Background: an optimization exercise with open tools, aiming at small area, a short achievable clock period and few clock cycles per item. Do not read the settings as production practice.
Function not checked in this run: the RTL went through the layout flow alone.
Power is estimated from default activity; no workload was simulated.

$ cat flow/config.mk
export PLATFORM = sky130hd
export DESIGN_NAME = RGB2YUV
export DESIGN_NICKNAME = RGB2YUV
export VERILOG_FILES = /design/flow/design.v
export SDC_FILE = /design/flow/constraint.sdc
export NUM_CORES = 4
export LEC_CHECK = 0
export CAP_MARGIN = 20
export CORE_MARGIN = 2
export CORE_UTILIZATION = 40
export SLEW_MARGIN = 20
$ cat flow/constraint.sdc
create_clock -name core_clock -period 10.0 [get_ports {clk}]
set_input_delay 2.0000 -clock core_clock [delete_from_list [all_inputs] [get_ports {clk}]]
set_output_delay 2.0000 -clock core_clock [all_outputs]
set_load 0.01 [all_outputs]
$ cat flow/design.v
`timescale 1ns/1ps
module RGB2YUV (start, clk, rst_n, inportR, inportG, inportB, done, outportY, outportU, outportV);
	input start, clk, rst_n;
	input [8:0] inportR, inportG, inportB;
	output done;
	output reg [8:0] outportY, outportU, outportV;
	wire [10:0] g51;
	assign g51 = {inportG[7], inportG[6], inportG[5], inportG[4], inportG[3], inportG[2], inportG[1], inportG[0]} + {inportG[7], inportG[6], inportG[5], inportG[4], inportG[3], inportG[2], inportG[1], inportG[0], 2'd0};
	wire [12:0] g212;
	assign g212 = {g51[10], g51[9], g51[8], g51[7], g51[6], g51[5], g51[4], g51[3], g51[2], g51[1], g51[0]} + {inportG[7], inportG[6], inportG[5], inportG[4], inportG[3], inportG[2], inportG[1], inportG[0], 4'd0};
	wire [10:0] b53;
	assign b53 = {inportB[7], inportB[6], inportB[5], inportB[4], inportB[3], inportB[2], inportB[1], inportB[0]} + {inportB[7], inportB[6], inportB[5], inportB[4], inportB[3], inportB[2], inportB[1], inportB[0], 2'd0};
	wire [8:0] y, u, v;
	wire s4;
	wire c5;
	assign s4 = ~inportR[4] ^ inportR[2];
	assign c5 = ~inportR[4] & inportR[2];
	wire s6;
	wire c7;
	assign s6 = ~inportR[5] ^ inportR[3] ^ inportR[1];
	assign c7 = (~inportR[5] & inportR[3]) | (~inportR[5] & inportR[1]) | (inportR[3] & inportR[1]);
	wire k8;
	assign k8 = ~inportR[0] & 1'b1;
	wire k9;
	assign k9 = ~inportR[1] & k8;
	wire k10;
	assign k10 = (~inportR[2] & inportR[0]) | ((~inportR[2] | inportR[0]) & k9);
	wire k11;
	assign k11 = (~inportR[3] & inportR[1]) | ((~inportR[3] | inportR[1]) & k10);
	wire k12;
	assign k12 = (inportR[0] & s4) | ((inportR[0] | s4) & k11);
	wire k13;
	assign k13 = (s6 & c5) | ((s6 | c5) & k12);
	wire s14;
	wire c15;
	assign s14 = inportG[0] ^ g212[7];
	assign c15 = inportG[0] & g212[7];
	wire k16;
	assign k16 = g212[0] & inportG[0];
	wire k17;
	assign k17 = (g212[1] & inportG[1]) | ((g212[1] | inportG[1]) & k16);
	wire k18;
	assign k18 = (g212[2] & inportG[2]) | ((g212[2] | inportG[2]) & k17);
	wire k19;
	assign k19 = (g212[3] & inportG[3]) | ((g212[3] | inportG[3]) & k18);
	wire k20;
	assign k20 = (g212[4] & inportG[4]) | ((g212[4] | inportG[4]) & k19);
	wire k21;
	assign k21 = (g212[5] & inportG[5]) | ((g212[5] | inportG[5]) & k20);
	wire k22;
	assign k22 = (g212[6] & inportG[6]) | ((g212[6] | inportG[6]) & k21);
	wire k23;
	assign k23 = (inportG[7] & s14) | ((inportG[7] | s14) & k22);
	wire s24;
	wire c25;
	assign s24 = b53[4] ^ inportB[1];
	assign c25 = b53[4] & inportB[1];
	wire s26;
	wire c27;
	assign s26 = b53[5] ^ inportB[2] ^ inportB[1];
	assign c27 = (b53[5] & inportB[2]) | (b53[5] & inportB[1]) | (inportB[2] & inportB[1]);
	wire s28;
	wire c29;
	assign s28 = b53[6] ^ inportB[3] ^ inportB[2];
	assign c29 = (b53[6] & inportB[3]) | (b53[6] & inportB[2]) | (inportB[3] & inportB[2]);
	wire s30;
	wire c31;
	assign s30 = b53[7] ^ inportB[4] ^ inportB[3];
	assign c31 = (b53[7] & inportB[4]) | (b53[7] & inportB[3]) | (inportB[4] & inportB[3]);
	wire k32;
	assign k32 = b53[3] & inportB[0];
	wire k33;
	assign k33 = (inportB[0] & s24) | ((inportB[0] | s24) & k32);
	wire k34;
	assign k34 = (s26 & c25) | ((s26 | c25) & k33);
	wire k35;
	assign k35 = (s28 & c27) | ((s28 | c27) & k34);
	wire k36;
	assign k36 = (s30 & c29) | ((s30 | c29) & k35);
	wire [8:0] sg37;
	function [8:0] f_sg37;
		input [2:0] s;
		case (s)
			3'd0: f_sg37 = 9'd508;
			3'd1: f_sg37 = 9'd432;
			3'd2: f_sg37 = 9'd358;
			3'd3: f_sg37 = 9'd282;
			3'd4: f_sg37 = 9'd479;
			3'd5: f_sg37 = 9'd403;
			3'd6: f_sg37 = 9'd329;
			3'd7: f_sg37 = 9'd253;
			default: f_sg37 = 9'd0;
		endcase
	endfunction
	assign sg37 = f_sg37({inportB[8], inportG[8], inportR[8]});
	wire s38;
	wire c39;
	assign s38 = ~inportR[6] ^ inportR[4] ^ inportR[2];
	assign c39 = (~inportR[6] & inportR[4]) | (~inportR[6] & inportR[2]) | (inportR[4] & inportR[2]);
	wire s40;
	wire c41;
	assign s40 = c7 ^ k13 ^ inportG[1];
	assign c41 = (c7 & k13) | (c7 & inportG[1]) | (k13 & inportG[1]);
	wire s42;
	wire c43;
	assign s42 = g212[8] ^ c15 ^ k23;
	assign c43 = (g212[8] & c15) | (g212[8] & k23) | (c15 & k23);
	wire s44;
	wire c45;
	assign s44 = ~inportR[7] ^ inportR[5] ^ inportR[3];
	assign c45 = (~inportR[7] & inportR[5]) | (~inportR[7] & inportR[3]) | (inportR[5] & inportR[3]);
	wire s46;
	wire c47;
	assign s46 = inportG[2] ^ g212[9];
	assign c47 = inportG[2] & g212[9];
	wire s48;
	wire c49;
	assign s48 = inportR[6] ^ inportR[4];
	assign c49 = inportR[6] & inportR[4];
	wire s50;
	wire c51;
	assign s50 = b53[8] ^ inportB[5] ^ inportB[4];
	assign c51 = (b53[8] & inportB[5]) | (b53[8] & inportB[4]) | (inportB[5] & inportB[4]);
	wire s52;
	wire c53;
	assign s52 = c31 ^ k36;
	assign c53 = c31 & k36;
	wire s54;
	wire c55;
	assign s54 = b53[9] ^ inportB[6] ^ inportB[5];
	assign c55 = (b53[9] & inportB[6]) | (b53[9] & inportB[5]) | (inportB[6] & inportB[5]);
	wire s56;
	wire c57;
	assign s56 = sg37[1] ^ c39 ^ s44;
	assign c57 = (sg37[1] & c39) | (sg37[1] & s44) | (c39 & s44);
	wire s58;
	wire c59;
	assign s58 = s46 ^ c41;
	assign c59 = s46 & c41;
	wire s60;
	wire c61;
	assign s60 = inportG[3] ^ g212[10] ^ b53[10];
	assign c61 = (inportG[3] & g212[10]) | (inportG[3] & b53[10]) | (g212[10] & b53[10]);
	wire s62;
	wire c63;
	assign s62 = inportB[7] ^ inportB[6] ^ sg37[2];
	assign c63 = (inportB[7] & inportB[6]) | (inportB[7] & sg37[2]) | (inportB[6] & sg37[2]);
	wire s64;
	wire c65;
	assign s64 = s48 ^ c45 ^ c47;
	assign c65 = (s48 & c45) | (s48 & c47) | (c45 & c47);
	wire s66;
	wire c67;
	assign s66 = inportR[7] ^ inportR[5] ^ inportG[4];
	assign c67 = (inportR[7] & inportR[5]) | (inportR[7] & inportG[4]) | (inportR[5] & inportG[4]);
	wire s68;
	wire c69;
	assign s68 = g212[11] ^ inportB[7] ^ sg37[3];
	assign c69 = (g212[11] & inportB[7]) | (g212[11] & sg37[3]) | (inportB[7] & sg37[3]);
	wire s70;
	wire c71;
	assign s70 = sg37[0] ^ s38 ^ s40;
	assign c71 = (sg37[0] & s38) | (sg37[0] & s40) | (s38 & s40);
	wire s72;
	wire c73;
	assign s72 = c43 ^ s54 ^ s56;
	assign c73 = (c43 & s54) | (c43 & s56) | (s54 & s56);
	wire s74;
	wire c75;
	assign s74 = s58 ^ c51;
	assign c75 = s58 & c51;
	wire s76;
	wire c77;
	assign s76 = s60 ^ s62 ^ s64;
	assign c77 = (s60 & s62) | (s60 & s64) | (s62 & s64);
	wire s78;
	wire c79;
	assign s78 = c55 ^ c57 ^ c59;
	assign c79 = (c55 & c57) | (c55 & c59) | (c57 & c59);
	wire s80;
	wire c81;
	assign s80 = c49 ^ s66 ^ s68;
	assign c81 = (c49 & s66) | (c49 & s68) | (s66 & s68);
	wire s82;
	wire c83;
	assign s82 = c61 ^ c63 ^ c65;
	assign c83 = (c61 & c63) | (c61 & c65) | (c63 & c65);
	wire s84;
	wire c85;
	assign s84 = inportR[6] ^ inportG[5] ^ g212[12];
	assign c85 = (inportR[6] & inportG[5]) | (inportR[6] & g212[12]) | (inportG[5] & g212[12]);
	wire s86;
	wire c87;
	assign s86 = sg37[4] ^ c67 ^ c69;
	assign c87 = (sg37[4] & c67) | (sg37[4] & c69) | (c67 & c69);
	wire s88;
	wire c89;
	assign s88 = inportR[7] ^ inportG[6];
	assign c89 = inportR[7] & inportG[6];
	wire s90;
	wire c91;
	assign s90 = s42 ^ s50;
	assign c91 = s42 & s50;
	wire s92;
	wire c93;
	assign s92 = c53 ^ s72 ^ s74;
	assign c93 = (c53 & s72) | (c53 & s74) | (s72 & s74);
	wire s94;
	wire c95;
	assign s94 = s76 ^ s78 ^ c73;
	assign c95 = (s76 & s78) | (s76 & c73) | (s78 & c73);
	wire s96;
	wire c97;
	assign s96 = s80 ^ s82 ^ c77;
	assign c97 = (s80 & s82) | (s80 & c77) | (s82 & c77);
	wire s98;
	wire c99;
	assign s98 = s84 ^ s86 ^ c81;
	assign c99 = (s84 & s86) | (s84 & c81) | (s86 & c81);
	wire s100;
	wire c101;
	assign s100 = sg37[5] ^ s88 ^ c85;
	assign c101 = (sg37[5] & s88) | (sg37[5] & c85) | (s88 & c85);
	wire s102;
	wire c103;
	assign s102 = inportG[7] ^ sg37[6];
	assign c103 = inportG[7] & sg37[6];
	wire s104;
	wire c105;
	assign s104 = s52 ^ s70;
	assign c105 = s52 & s70;
	wire s106;
	wire c107;
	assign s106 = c71 ^ s92 ^ c91;
	assign c107 = (c71 & s92) | (c71 & c91) | (s92 & c91);
	wire s108;
	wire c109;
	assign s108 = c75 ^ s94 ^ c93;
	assign c109 = (c75 & s94) | (c75 & c93) | (s94 & c93);
	wire s110;
	wire c111;
	assign s110 = c79 ^ s96 ^ c95;
	assign c111 = (c79 & s96) | (c79 & c95) | (s96 & c95);
	wire s112;
	wire c113;
	assign s112 = c83 ^ s98 ^ c97;
	assign c113 = (c83 & s98) | (c83 & c97) | (s98 & c97);
	wire s114;
	wire c115;
	assign s114 = c87 ^ s100 ^ c99;
	assign c115 = (c87 & s100) | (c87 & c99) | (s100 & c99);
	wire s116;
	wire c117;
	assign s116 = c89 ^ s102 ^ c101;
	assign c117 = (c89 & s102) | (c89 & c101) | (s102 & c101);
	wire s118;
	wire c119;
	assign s118 = sg37[7] ^ c103;
	assign c119 = sg37[7] & c103;
	assign y = {sg37[8], s118, s116, s114, s112, s110, s108, s106, s90} + {c119, c117, c115, c113, c111, c109, c107, c105, s104};
	wire s120;
	wire c121;
	assign s120 = inportR[6] ^ inportR[4];
	assign c121 = inportR[6] & inportR[4];
	wire s122;
	wire c123;
	assign s122 = inportR[7] ^ inportR[5];
	assign c123 = inportR[7] & inportR[5];
	wire s124;
	wire c125;
	assign s124 = inportR[2] ^ ~inportR[0];
	assign c125 = inportR[2] & ~inportR[0];
	wire s126;
	wire c127;
	assign s126 = inportR[3] ^ ~inportR[1] ^ s122;
	assign c127 = (inportR[3] & ~inportR[1]) | (inportR[3] & s122) | (~inportR[1] & s122);
	wire s128;
	wire c129;
	assign s128 = inportR[4] ^ inportR[2];
	assign c129 = inportR[4] & inportR[2];
	wire s130;
	wire c131;
	assign s130 = inportR[5] ^ inportR[3] ^ inportR[1];
	assign c131 = (inportR[5] & inportR[3]) | (inportR[5] & inportR[1]) | (inportR[3] & inportR[1]);
	wire s132;
	wire c133;
	assign s132 = 1'b1 ^ s120 ^ s124;
	assign c133 = (1'b1 & s120) | (1'b1 & s124) | (s120 & s124);
	wire s134;
	wire c135;
	assign s134 = c121 ^ s126 ^ c125;
	assign c135 = (c121 & s126) | (c121 & c125) | (s126 & c125);
	wire k136;
	assign k136 = inportR[2] & inportR[0];
	wire k137;
	assign k137 = (inportR[3] & inportR[1]) | ((inportR[3] | inportR[1]) & k136);
	wire k138;
	assign k138 = (inportR[0] & s128) | ((inportR[0] | s128) & k137);
	wire k139;
	assign k139 = (s130 & c129) | ((s130 | c129) & k138);
	wire k140;
	assign k140 = (s132 & c131) | ((s132 | c131) & k139);
	wire k141;
	assign k141 = (s134 & c133) | ((s134 | c133) & k140);
	wire k142;
	assign k142 = ~g212[0] & 1'b1;
	wire k143;
	assign k143 = ~g212[1] & k142;
	wire k144;
	assign k144 = ~g212[2] & k143;
	wire k145;
	assign k145 = ~g212[3] & k144;
	wire k146;
	assign k146 = ~g212[4] & k145;
	wire k147;
	assign k147 = ~g212[5] & k146;
	wire [8:0] sg148;
	function [8:0] f_sg148;
		input [2:0] s;
		case (s)
			3'd0: f_sg148 = 9'd448;
			3'd1: f_sg148 = 9'd320;
			3'd2: f_sg148 = 9'd491;
			3'd3: f_sg148 = 9'd363;
			3'd4: f_sg148 = 9'd20;
			3'd5: f_sg148 = 9'd404;
			3'd6: f_sg148 = 9'd63;
			3'd7: f_sg148 = 9'd447;
			default: f_sg148 = 9'd0;
		endcase
	endfunction
	assign sg148 = f_sg148({inportG[8], inportR[8], inportB[8]});
	wire s149;
	wire c150;
	assign s149 = inportB[1] ^ inportR[6] ^ inportR[4];
	assign c150 = (inportB[1] & inportR[6]) | (inportB[1] & inportR[4]) | (inportR[6] & inportR[4]);
	wire s151;
	wire c152;
	assign s151 = ~inportR[2] ^ c123 ^ c127;
	assign c152 = (~inportR[2] & c123) | (~inportR[2] & c127) | (c123 & c127);
	wire s153;
	wire c154;
	assign s153 = c135 ^ k141;
	assign c154 = c135 & k141;
	wire s155;
	wire c156;
	assign s155 = inportB[2] ^ inportR[7] ^ inportR[5];
	assign c156 = (inportB[2] & inportR[7]) | (inportB[2] & inportR[5]) | (inportR[7] & inportR[5]);
	wire s157;
	wire c158;
	assign s157 = ~inportR[3] ^ ~g212[7];
	assign c158 = ~inportR[3] & ~g212[7];
	wire s159;
	wire c160;
	assign s159 = inportB[3] ^ inportR[6];
	assign c160 = inportB[3] & inportR[6];
	wire s161;
	wire c162;
	assign s161 = ~g212[6] ^ k147 ^ sg148[0];
	assign c162 = (~g212[6] & k147) | (~g212[6] & sg148[0]) | (k147 & sg148[0]);
	wire s163;
	wire c164;
	assign s163 = sg148[1] ^ c150 ^ s155;
	assign c164 = (sg148[1] & c150) | (sg148[1] & s155) | (c150 & s155);
	wire s165;
	wire c166;
	assign s165 = s157 ^ c152;
	assign c166 = s157 & c152;
	wire s167;
	wire c168;
	assign s167 = ~inportR[4] ^ ~g212[8] ^ sg148[2];
	assign c168 = (~inportR[4] & ~g212[8]) | (~inportR[4] & sg148[2]) | (~g212[8] & sg148[2]);
	wire s169;
	wire c170;
	assign s169 = s159 ^ c156 ^ c158;
	assign c170 = (s159 & c156) | (s159 & c158) | (c156 & c158);
	wire s171;
	wire c172;
	assign s171 = inportB[4] ^ inportR[7] ^ ~inportR[5];
	assign c172 = (inportB[4] & inportR[7]) | (inportB[4] & ~inportR[5]) | (inportR[7] & ~inportR[5]);
	wire s173;
	wire c174;
	assign s173 = ~g212[9] ^ sg148[3] ^ c160;
	assign c174 = (~g212[9] & sg148[3]) | (~g212[9] & c160) | (sg148[3] & c160);
	wire s175;
	wire c176;
	assign s175 = inportB[5] ^ ~inportR[6] ^ ~g212[10];
	assign c176 = (inportB[5] & ~inportR[6]) | (inportB[5] & ~g212[10]) | (~inportR[6] & ~g212[10]);
	wire s177;
	wire c178;
	assign s177 = inportB[6] ^ ~inportR[7];
	assign c178 = inportB[6] & ~inportR[7];
	wire s179;
	wire c180;
	assign s179 = s149 ^ s151;
	assign c180 = s149 & s151;
	wire s181;
	wire c182;
	assign s181 = c154 ^ s163 ^ s165;
	assign c182 = (c154 & s163) | (c154 & s165) | (s163 & s165);
	wire s183;
	wire c184;
	assign s183 = s167 ^ s169 ^ c164;
	assign c184 = (s167 & s169) | (s167 & c164) | (s169 & c164);
	wire s185;
	wire c186;
	assign s185 = s171 ^ s173 ^ c168;
	assign c186 = (s171 & s173) | (s171 & c168) | (s173 & c168);
	wire s187;
	wire c188;
	assign s187 = sg148[4] ^ s175 ^ c172;
	assign c188 = (sg148[4] & s175) | (sg148[4] & c172) | (s175 & c172);
	wire s189;
	wire c190;
	assign s189 = ~g212[11] ^ sg148[5] ^ s177;
	assign c190 = (~g212[11] & sg148[5]) | (~g212[11] & s177) | (sg148[5] & s177);
	wire s191;
	wire c192;
	assign s191 = inportB[7] ^ ~g212[12] ^ sg148[6];
	assign c192 = (inportB[7] & ~g212[12]) | (inportB[7] & sg148[6]) | (~g212[12] & sg148[6]);
	wire s193;
	wire c194;
	assign s193 = s153 ^ s161;
	assign c194 = s153 & s161;
	wire s195;
	wire c196;
	assign s195 = c162 ^ s181 ^ c180;
	assign c196 = (c162 & s181) | (c162 & c180) | (s181 & c180);
	wire s197;
	wire c198;
	assign s197 = c166 ^ s183 ^ c182;
	assign c198 = (c166 & s183) | (c166 & c182) | (s183 & c182);
	wire s199;
	wire c200;
	assign s199 = c170 ^ s185 ^ c184;
	assign c200 = (c170 & s185) | (c170 & c184) | (s185 & c184);
	wire s201;
	wire c202;
	assign s201 = c174 ^ s187 ^ c186;
	assign c202 = (c174 & s187) | (c174 & c186) | (s187 & c186);
	wire s203;
	wire c204;
	assign s203 = c176 ^ s189 ^ c188;
	assign c204 = (c176 & s189) | (c176 & c188) | (s189 & c188);
	wire s205;
	wire c206;
	assign s205 = c178 ^ s191 ^ c190;
	assign c206 = (c178 & s191) | (c178 & c190) | (s191 & c190);
	wire s207;
	wire c208;
	assign s207 = sg148[7] ^ c192;
	assign c208 = sg148[7] & c192;
	assign u = {sg148[8], s207, s205, s203, s201, s199, s197, s195, s179} + {c208, c206, c204, c202, c200, c198, c196, c194, s193};
	wire s209;
	wire c210;
	assign s209 = g212[7] ^ ~inportG[0];
	assign c210 = g212[7] & ~inportG[0];
	wire k211;
	assign k211 = 1'b1 & s209;
	wire k212;
	assign k212 = ~b53[0] & 1'b1;
	wire k213;
	assign k213 = ~b53[1] & k212;
	wire k214;
	assign k214 = ~b53[2] & k213;
	wire k215;
	assign k215 = ~b53[3] & k214;
	wire k216;
	assign k216 = ~b53[4] & k215;
	wire k217;
	assign k217 = ~b53[5] & k216;
	wire [8:0] sg218;
	function [8:0] f_sg218;
		input [2:0] s;
		case (s)
			3'd0: f_sg218 = 9'd480;
			3'd1: f_sg218 = 9'd352;
			3'd2: f_sg218 = 9'd75;
			3'd3: f_sg218 = 9'd459;
			3'd4: f_sg218 = 9'd500;
			3'd5: f_sg218 = 9'd372;
			3'd6: f_sg218 = 9'd95;
			3'd7: f_sg218 = 9'd479;
			default: f_sg218 = 9'd0;
		endcase
	endfunction
	assign sg218 = f_sg218({inportB[8], inportG[8], inportR[8]});
	wire s219;
	wire c220;
	assign s219 = inportR[1] ^ g212[8] ^ ~inportG[1];
	assign c220 = (inportR[1] & g212[8]) | (inportR[1] & ~inportG[1]) | (g212[8] & ~inportG[1]);
	wire s221;
	wire c222;
	assign s221 = c210 ^ k211 ^ ~b53[6];
	assign c222 = (c210 & k211) | (c210 & ~b53[6]) | (k211 & ~b53[6]);
	wire s223;
	wire c224;
	assign s223 = inportR[2] ^ g212[9] ^ ~inportG[2];
	assign c224 = (inportR[2] & g212[9]) | (inportR[2] & ~inportG[2]) | (g212[9] & ~inportG[2]);
	wire s225;
	wire c226;
	assign s225 = ~b53[7] ^ sg218[1];
	assign c226 = ~b53[7] & sg218[1];
	wire s227;
	wire c228;
	assign s227 = inportR[3] ^ g212[10] ^ ~inportG[3];
	assign c228 = (inportR[3] & g212[10]) | (inportR[3] & ~inportG[3]) | (g212[10] & ~inportG[3]);
	wire s229;
	wire c230;
	assign s229 = ~b53[8] ^ sg218[2];
	assign c230 = ~b53[8] & sg218[2];
	wire s231;
	wire c232;
	assign s231 = inportR[4] ^ g212[11] ^ ~inportG[4];
	assign c232 = (inportR[4] & g212[11]) | (inportR[4] & ~inportG[4]) | (g212[11] & ~inportG[4]);
	wire s233;
	wire c234;
	assign s233 = ~b53[9] ^ sg218[3];
	assign c234 = ~b53[9] & sg218[3];
	wire s235;
	wire c236;
	assign s235 = inportR[5] ^ g212[12] ^ ~inportG[5];
	assign c236 = (inportR[5] & g212[12]) | (inportR[5] & ~inportG[5]) | (g212[12] & ~inportG[5]);
	wire s237;
	wire c238;
	assign s237 = ~b53[10] ^ sg218[4];
	assign c238 = ~b53[10] & sg218[4];
	wire s239;
	wire c240;
	assign s239 = inportR[6] ^ ~inportG[6];
	assign c240 = inportR[6] & ~inportG[6];
	wire s241;
	wire c242;
	assign s241 = k217 ^ sg218[0];
	assign c242 = k217 & sg218[0];
	wire s243;
	wire c244;
	assign s243 = c220 ^ s223 ^ s225;
	assign c244 = (c220 & s223) | (c220 & s225) | (s223 & s225);
	wire s245;
	wire c246;
	assign s245 = s227 ^ s229 ^ c224;
	assign c246 = (s227 & s229) | (s227 & c224) | (s229 & c224);
	wire s247;
	wire c248;
	assign s247 = s231 ^ s233 ^ c228;
	assign c248 = (s231 & s233) | (s231 & c228) | (s233 & c228);
	wire s249;
	wire c250;
	assign s249 = s235 ^ s237 ^ c232;
	assign c250 = (s235 & s237) | (s235 & c232) | (s237 & c232);
	wire s251;
	wire c252;
	assign s251 = sg218[5] ^ s239 ^ c236;
	assign c252 = (sg218[5] & s239) | (sg218[5] & c236) | (s239 & c236);
	wire s253;
	wire c254;
	assign s253 = inportR[7] ^ ~inportG[7] ^ sg218[6];
	assign c254 = (inportR[7] & ~inportG[7]) | (inportR[7] & sg218[6]) | (~inportG[7] & sg218[6]);
	wire s255;
	wire c256;
	assign s255 = s219 ^ s221;
	assign c256 = s219 & s221;
	wire s257;
	wire c258;
	assign s257 = c222 ^ s243 ^ c242;
	assign c258 = (c222 & s243) | (c222 & c242) | (s243 & c242);
	wire s259;
	wire c260;
	assign s259 = c226 ^ s245 ^ c244;
	assign c260 = (c226 & s245) | (c226 & c244) | (s245 & c244);
	wire s261;
	wire c262;
	assign s261 = c230 ^ s247 ^ c246;
	assign c262 = (c230 & s247) | (c230 & c246) | (s247 & c246);
	wire s263;
	wire c264;
	assign s263 = c234 ^ s249 ^ c248;
	assign c264 = (c234 & s249) | (c234 & c248) | (s249 & c248);
	wire s265;
	wire c266;
	assign s265 = c238 ^ s251 ^ c250;
	assign c266 = (c238 & s251) | (c238 & c250) | (s251 & c250);
	wire s267;
	wire c268;
	assign s267 = c240 ^ s253 ^ c252;
	assign c268 = (c240 & s253) | (c240 & c252) | (s253 & c252);
	wire s269;
	wire c270;
	assign s269 = sg218[7] ^ c254;
	assign c270 = sg218[7] & c254;
	assign v = {sg218[8], s269, s267, s265, s263, s261, s259, s257, s241} + {c270, c268, c266, c264, c262, c260, c258, c256, s255};
	assign done = start;
	always @(posedge clk or negedge rst_n) begin
		if (!rst_n) begin
			outportY <= 9'd0;
			outportU <= 9'd0;
			outportV <= 9'd0;
		end else if (start) begin
			outportY <= y;
			outportU <= u;
			outportV <= v;
		end
	end
endmodule
$ cat flow/run.sh
#!/bin/bash
# synth_recipe.tcl (not shown) runs the flow's synth.tcl, then flattens the netlist and writes it again
# the make line also repeats each setting of config.mk as NAME=value (left out here)
make -C /OpenROAD-flow-scripts/flow DESIGN_CONFIG=/design/flow/config.mk WORK_HOME=/design/flow/orfs CLKGATE_MAP_FILE= SYNTH_SCRIPT=/design/flow/synth_recipe.tcl finish
==> metrics.log <==
INFO  metric vdd_ir_drop_max = 0.249 mV
INFO  metric syn_avg_cell_area = 10.1 sq um
INFO  metric setup.worst_path.start = inportG[3]
INFO  metric synth_top_area_frac = 0.312
INFO  metric placement_rows = 43
INFO  metric vias_in_the_first_global_route = approximately 4.3k
INFO  metric insertedDiodeCount = 0
INFO  metric p_clk_frac = 0.042
INFO  metric rsz_0062_raised_after_global_routing = false
INFO  metric drt-vias-per-instance = 4.98
INFO  metric p_switching = ~0.0011 W
INFO  metric critical_path_class = input pin to flip-flop
INFO  metric instances_no_fill = between 700 and 800
INFO  metric synth.most_common_cell = sky130_fd_sc_hd__inv_1
INFO  metric drtAntennaViolNets = 0
INFO  metric grt_pass1_wl = between 20,000 and 25,000 um
INFO  metric final_layout_size_suffix_gt1_frac = 0.0624
INFO  metric place.detailed.instances = a little under 800
INFO  metric count_of_maximum_capacitance_violations = 0
INFO  metric multi_input_combinational_cell_area = ~4400 sq um
INFO  metric slowest_delay = 0.68 ns
INFO  metric intPower = between 0.001 and 0.0015 W
INFO  metric final_net_count = roughly 800
INFO  metric wire_length_per_cell_after_detailed_routing = between 15 and 20 um
INFO  metric syn2layout_area_growth = 15.7%
INFO  metric die_height = 122 um
INFO  metric htree_num_levels = 1
INFO  metric post_synth_main_area_contributors = sky130_fd_sc_hd__fa_1, sky130_fd_sc_hd__ha_1, sky130_fd_sc_hd__dfrtp_1
INFO  metric synthArstFlopShare = 1.00
INFO  metric min_period = 8.50 ns
INFO  metric cts_resized = 0
INFO  metric postSynthCellCount = approximately 550
INFO  metric antenna_found_initial = 0
INFO  metric placer_congestion_estimate = around 0.88
INFO  metric initial_core_utilization = 0.405
INFO  metric fillers = between 1k and 1.5k
INFO  metric finClkSkew = 0 ns
INFO  metric boundaryPins = 58
INFO  metric mappedNetlistArea = around 5600 sq um
INFO  metric syn_nets = 760
INFO  metric insertion_delay = between 0.2 and 0.3 ns
INFO  metric cts_hold_buffers = 0
INFO  metric wl = roughly 12,000 um
INFO  metric pwr-share-comb = 0.865
INFO  metric die_x = around 120 um
INFO  metric ffs_latches_synth = 27
INFO  metric synth.yosys.seq_area_share = 0.121
INFO  metric design.die.area = approximately 15,000 sq um
INFO  metric fmax = 118 MHz
INFO  metric largest_fanout_on_the_critical_path = 6
INFO  metric synth-edff-count = 0
INFO  metric placedInstanceArea = 6380 sq um
INFO  metric initialDrtViolationCount = about 140
INFO  metric timing.critical_path.required = around 10 ns
INFO  metric worst_slack = around 1.5 ns
INFO  metric fin_setup_tns = 0 ns
INFO  metric cell_type_group_with_the_largest_total_delay_on_the_critical_path = adder cells
INFO  metric leakage = between 3 and 4 nW
INFO  metric dp.final_hpwl = around 11,000 um
INFO  metric grt_start_max_net_pins = 41
INFO  metric totalPowerFinal = roughly 0.0023 W
INFO  metric critPathCaptureType = flip-flop
INFO  metric maxSlewHeadroom = 0.509
INFO  metric io_buffers = 57
INFO  metric period_share = 0.850
INFO  metric outcome = no timing/DRC/antenna violations
INFO  metric hold_path_startpoint = outportU[0]
INFO  metric grtUsageTotal = 0.186
INFO  metric tightest_slew = 0.735 ns
INFO  metric post_cts_repair_timing_setup_buffer_count = 0
INFO  metric vias = slightly below 4k
INFO  metric crit_buf_inv = 3
INFO  metric netlist-cell-type-count = 46
INFO  metric stdcell_area = around 6500 sq um
INFO  metric drtPass1Iterations = 6
INFO  metric area.sequential = between 600 and 700 sq um
INFO  metric worst_hold_path_type = flip-flop to flip-flop
INFO  metric critical_path_arrival = about 8.7 ns
INFO  metric route.detailed.drc = 0
INFO  metric setup.worst_path.start_class = input pin
INFO  metric clock_tree_from_tritoncts = yes
INFO  metric total_gr_overflow = 0
INFO  metric critical_path.cell_chain = clkdlybuf4s50_1 -> ha_1 -> ha_1 -> fa_1 -> maj3_2 -> maj3_2 -> maj3_2 -> maj3_2 -> fa_1 -> fa_1 -> fa_1 -> inv_1 -> fa_1 -> inv_1 -> fa_1 -> a21o_1 -> a21oi_1 -> o21ai_0 -> a31oi_1 -> xor2_1 -> mux2_2
INFO  metric numClockSinks = 27
INFO  metric clock_path_buffers = 2
INFO  metric yosysWarnings = 1
INFO  metric synth_flop_cell = sky130_fd_sc_hd__dfrtp_1
INFO  metric cts.reportedPaths.clkPinSlew = roughly 0.07 ns
INFO  metric slew_violations = 0
INFO  metric cts_buffers = 3
INFO  metric crit_top_cell = sky130_fd_sc_hd__fa_1
INFO  metric power.density = about 350 nW/um^2
INFO  metric most_numerous_cell_types_in_the_synthesized_netlist = sky130_fd_sc_hd__inv_1, sky130_fd_sc_hd__ha_1, sky130_fd_sc_hd__fa_1
INFO  metric hold_viol_final = 0
INFO  metric reg_to_reg_startpoint = outportU[7]
INFO  metric floorplan.core_area = approximately 14,000 sq um
INFO  metric worst_path_max_delay_cell = sky130_fd_sc_hd__clkdlybuf4s50_1
INFO  metric share_seq_of_total_power = 0.093
INFO  metric setup_viol_count_final = 0
INFO  metric synth_largest_area_cell = sky130_fd_sc_hd__fa_1
INFO  metric netSwitchingFraction = 0.471
INFO  metric clockRootBuffer = sky130_fd_sc_hd__clkbuf_16
INFO  metric placement.setup.worst_slack = 1.22 ns
final timing paths:
check,end,slack (ns),cells past startpoint
setup / recovery,outportY[8],1.50,21
hold / removal,outportU[0],0.51,1
setup reg to reg,outportU[7],8.98,3
hold reg to reg,outportU[0],0.51,1
max in group asynchronous,outportV[1],7.61,2
min in group asynchronous,outportY[2],2.12,2
metrics by stage:
stage | util | hold slack [ns]
2_1_floorplan | - | 0.551
3_3_place_gp | 0.463 | 0.490
3_5_place_dp | 0.463 | 0.496
4_1_cts | 0.469 | 0.511
5_1_grt | 0.469 | 0.530
6_report | 0.469 | 0.508
power groups by stage:
stage / combinational [W] / sequential, W / clock [W]
2_1_floorplan: 0.00141 / 0.000236 / 0
3_3_place_gp: 0.00192 / 0.000212 / 0
3_5_place_dp: 0.00195 / 0.000212 / 0
4_1_cts: 0.00197 / 0.000211 / 0.0000983
5_1_grt: 0.00223 / 0.000219 / 0.000105
6_report: 0.00195 / 0.000209 / 0.0000947
kinds of logic (layout without fill, tap and decap cells):
family          Yosys count  count (layout)  share of synthesized area
fa+ha+maj               188             188                      0.535
buf+inv                 138             196                     0.0934
compound gates           82              82                     0.0948
simple gates             59              59                     0.0551
xor+xnor                 33              33                     0.0518
flops                    27              27                      0.121
mux                      24              24                     0.0486
registers in the layout (all words and copies together), names as in the netlist:
name      flops
outportV      9
outportY      9
outportU      9
layer usage:
metal,share of wire,vias up,global-route usage
met4,0.029,0,0.0496
met3,0.037,22,0.0229
li1,-,1896,-
met5,0,-,0
met2,0.49,78,0.329
met1,0.44,1934,0.240
cell usage in the layout (no fill, tap or decap), types with 2 or more instances in the layout:
master / n
sky130_fd_sc_hd__maj3_2: 5
sky130_fd_sc_hd__nand3_1: 3
sky130_fd_sc_hd__or3_1: 3
sky130_fd_sc_hd__maj3_1: 4
sky130_fd_sc_hd__xnor2_1: 28
sky130_fd_sc_hd__dfrtp_1: 27
sky130_fd_sc_hd__clkbuf_16: 3
sky130_fd_sc_hd__mux2_2: 21
sky130_fd_sc_hd__clkdlybuf4s50_1: 57
sky130_fd_sc_hd__a21o_1: 14
sky130_fd_sc_hd__o21ai_0: 11
sky130_fd_sc_hd__nor3_1: 13
sky130_fd_sc_hd__a311oi_1: 2
sky130_fd_sc_hd__nor2_1: 14
sky130_fd_sc_hd__nand4b_1: 2
sky130_fd_sc_hd__mux2i_1: 2
sky130_fd_sc_hd__nand2_1: 8
sky130_fd_sc_hd__o211ai_1: 4
sky130_fd_sc_hd__buf_4: 3
sky130_fd_sc_hd__a21oi_1: 25
sky130_fd_sc_hd__inv_1: 132
sky130_fd_sc_hd__xor2_1: 5
sky130_fd_sc_hd__nand2b_1: 2
sky130_fd_sc_hd__o22ai_1: 2
sky130_fd_sc_hd__fa_1: 87
sky130_fd_sc_hd__nor2b_1: 8
sky130_fd_sc_hd__a31oi_1: 6
sky130_fd_sc_hd__o21bai_1: 5
sky130_fd_sc_hd__o21a_1: 4
sky130_fd_sc_hd__ha_1: 92
cell type report:
cell class	instances	share of cell area
multi-input cells	386	0.679
flip-flops and latches	27	0.105
repair buffers	60	0.0918
inverters	132	0.0767
well taps	180	0.0349
clock buffers	3	0.0116
clock inverters	1	0.00136

afterwards: timing with drivers on the ports:
No port has a modelled driver above. Below, the same layout with a new extraction and two added sets of constraints. Step 1 assumes that a clkbuf_16 drives the clock port and a buf_2 every other input. Step 2 times the ports against the registers' clock, not the clock port: input delays grow and output delays shrink by t, the midpoint of the rising clock arrivals with the driver on. Slacks: no drivers / after step 1 / after step 2; pairs: no drivers / after step 1.
t (ns): 0.296
slack for setup (ns): 1.499 / 1.511 / 1.215
worst setup path after step 2: input to register
clock arrival spread, ns: 0.012 / 0.012
worst register clock-pin slew, ns: 0.07 / 0.07
After both steps setup and hold are still met in this run. For this run, drivers alone change the setup slack by +0.012 ns; drivers and shift together by -0.284 ns.
